Source: an optimization exercise on an open RTL-to-GDS flow (aim: small area and a short achievable clock period). Production flows keep margins and buffers that such runs may drop. Only simulation tests tie the RTL to the original design; equivalence was not proved.

==> inputs of run E <==
## top_level
module top_level
#(parameter WIDTH = 8)
(
	input clk, rst, init, finish, ack,
	input [WIDTH-1:0]
		ori_0,
		ori_1,
		ori_2,
		ori_3,
		ori_4,
		ori_5,
		ori_6,
		ori_7,
		ori_8,
		ori_9,
		ori_10,
		ori_11,
		ori_12,
		ori_13,
		ori_14,
		ori_15,
		ori_16,
		ori_17,
		ori_18,
		ori_19,
		ori_20,
		ori_21,
		ori_22,
		ori_23,
		ori_24,
		ori_25,
		ori_26,
		ori_27,
		ori_28,
		ori_29,
		ori_30,
		ori_31,
		can_0,
		can_1,
		can_2,
		can_3,
		can_4,
		can_5,
		can_6,
		can_7,
		can_8,
		can_9,
		can_10,
		can_11,
		can_12,
		can_13,
		can_14,
		can_15,
		can_16,
		can_17,
		can_18,
		can_19,
		can_20,
		can_21,
		can_22,
		can_23,
		can_24,
		can_25,
		can_26,
		can_27,
		can_28,
		can_29,
		can_30,
		can_31,
	output done,
	output [WIDTH+4:0] out_sad
	);
==> flow/config.mk <==
export PLATFORM = sky130hd
export DESIGN_NAME = top_level
export DESIGN_NICKNAME = top_level
export VERILOG_FILES = /design/flow/design.v
export SDC_FILE = /design/flow/constraint.sdc
export NUM_CORES = 4
export LEC_CHECK = 0
export CAP_MARGIN = 20
export CORE_MARGIN = 2
export CORE_UTILIZATION = 40
export SETUP_SLACK_MARGIN = 2.6
export SLEW_MARGIN = 20
export SYNTH_HIERARCHICAL = 1
export SYNTH_MINIMUM_KEEP_SIZE = 0
==> flow/constraint.sdc <==
create_clock -name core_clock -period 5.8 [get_ports {clk}]
set_input_delay 1.1600 -clock core_clock [delete_from_list [all_inputs] [get_ports {clk}]]
set_output_delay 1.1600 -clock core_clock [all_outputs]
set_load 0.01 [all_outputs]
standard.sh (not shown) runs the stock make flow with config.mk's settings and CLKGATE_MAP_FILE= SYNTH_SCRIPT=/design/flow/synth_recipe.tcl, a recipe that flattens the netlist after the stock synthesis.
==> flow/flow/run.sh <==
#!/bin/bash
# The standard layout with two changes:
#  - the port buffers are buf_1 cells (buffer_ports otherwise picks the slow,
#    large clkdlybuf4s50_1); repair_design and repair_timing still resize them.
#  - synthesis maps the logic with abc_speed.script from this folder: the
#    standard script's delay mapping without its final buffering and sizing
#    passes, so the netlist starts small and the layout's repair_timing sizes
#    up only the paths that need it. Registers, flattening and renaming are
#    exactly as in the standard flow's synthesis (synth_recipe.tcl is used unchanged).
set -euo pipefail
export BUFFER_PORTS_ARGS="-buffer_cell sky130_fd_sc_hd__buf_1"
rm -rf scripts_abc
cp -r "$FLOW_HOME/scripts" scripts_abc
cp flow/abc_speed.script scripts_abc/abc_speed.script
export SCRIPTS_DIR="$PWD/scripts_abc"
bash standard.sh finish > standard.log 2>&1
==> flow/flow/abc_speed.script <==
strash
&get -n
&st
&dch
&nf
&put
==> inputs of run Y, as changes to run E <==
==> flow/flow/run.sh (replaced) <==
#!/bin/bash
# The standard layout, except that the port buffers are buf_1 cells
# (buffer_ports otherwise picks the slow, large clkdlybuf4s50_1). repair_design
# and repair_timing still resize them as they do any buffer.
set -euo pipefail
export BUFFER_PORTS_ARGS="-buffer_cell sky130_fd_sc_hd__buf_1"
bash standard.sh finish > standard.log 2>&1
Settings changed: ABC_AREA set to 1, CORE_UTILIZATION 40 to 45, PLACE_DENSITY set to 0.9, SETUP_SLACK_MARGIN 2.6 to 2.9.
removed: flow/flow/abc_speed.script
==> flow_summary.ini <==
[run_status]
status = finished clean

[yosys]
synth_xor_area_share_pct = 5.35
synth.avg_cell_area_sq_um = 7.19
synthCells = 3989

[pwr]
clock_net_power_mw = 1.91
cellPowerDensity_nw_per_um2 = 581
p_comb_mw = 13.8
power.leakage_nw = 18.1
sequentialPower_mw = 3.65

[worst_setup_path]
setup.worst_path.end = b_SAD_4x8.rb[19]$_DFF_P_
crit_path_start = b_SAD_4x8.ra[99]$_DFF_P_
critPathKind = flip-flop to flip-flop

[final_layout]
area_delta_synth_final_pct = 16.2
n_clock_buffer = 42

[detailed_routing]
wirelength_met1_um = 35100

[placed_design]
placed_cells = 5361
place.detailed.hpwl_um = 74900

[sta]
fin_worst_skew_ns = 0.0378
The numbers above come from run Y.

==> flow_summary.ini <==
[yosys]
synthFlopType = dfxtp_1
synth.avg_cell_area_sq_um = 9.97
synth_xor_area_share_pct = 16.1
synthCells = 2378

[pwr]
cellPowerDensity_nw_per_um2 = 674
sequentialPower_mw = 3.68
power.leakage_nw = 11.2
clock_net_power_mw = 1.87
p_comb_mw = 13.3

[final_layout]
final-nonclk-buf-share_pct = 7.14
area_delta_synth_final_pct = 17.9

[sta]
fin_worst_skew_ns = 0.0362

[die]
core_sq_um = 58800

[run_status]
status = finished clean

[worst_setup_path]
setup.worst_path.end = b_SAD_4x8.ra[114]$_DFF_P_
crit_path_start = can_12[0]

[detailed_routing]
wirelength_met1_um = 29200
The numbers above come from run E.

## separate check: timing with driven ports
The flow's constraints put no driver on any port. The routed layouts listed below were extracted and timed again, unchanged, in two steps. Step 1 sets driving cells, clkbuf_16 on the clock port and buf_2 on the other inputs (assumed; they add their load-dependent delay and slew). Step 2 adds t to the input delays and takes it off the output delays; t is the mean of the earliest and latest rising clock arrival at the registers after step 1. Input paths then give back, and output paths get back, about the clock's delay inside the block. Slacks: ideal ports / drivers / drivers and shift; pairs: ideal ports / drivers.
run	t (ns)	setup slack, ns	slew at the worst register clock pin (ns)	worst slew at a driven data input, ns	cell pins on the clock port's net
run E	0.601	2.723 / 2.734 / 2.133	0.07 / 0.07	0.07	1
run Y	0.622	2.819 / 2.819 / 2.395	0.07 / 0.07	0.13	1
After both steps setup and hold are still met in every run listed. The setup slack of run E, which loses most, moves by +0.011 ns with the drivers and by -0.590 ns with both steps.
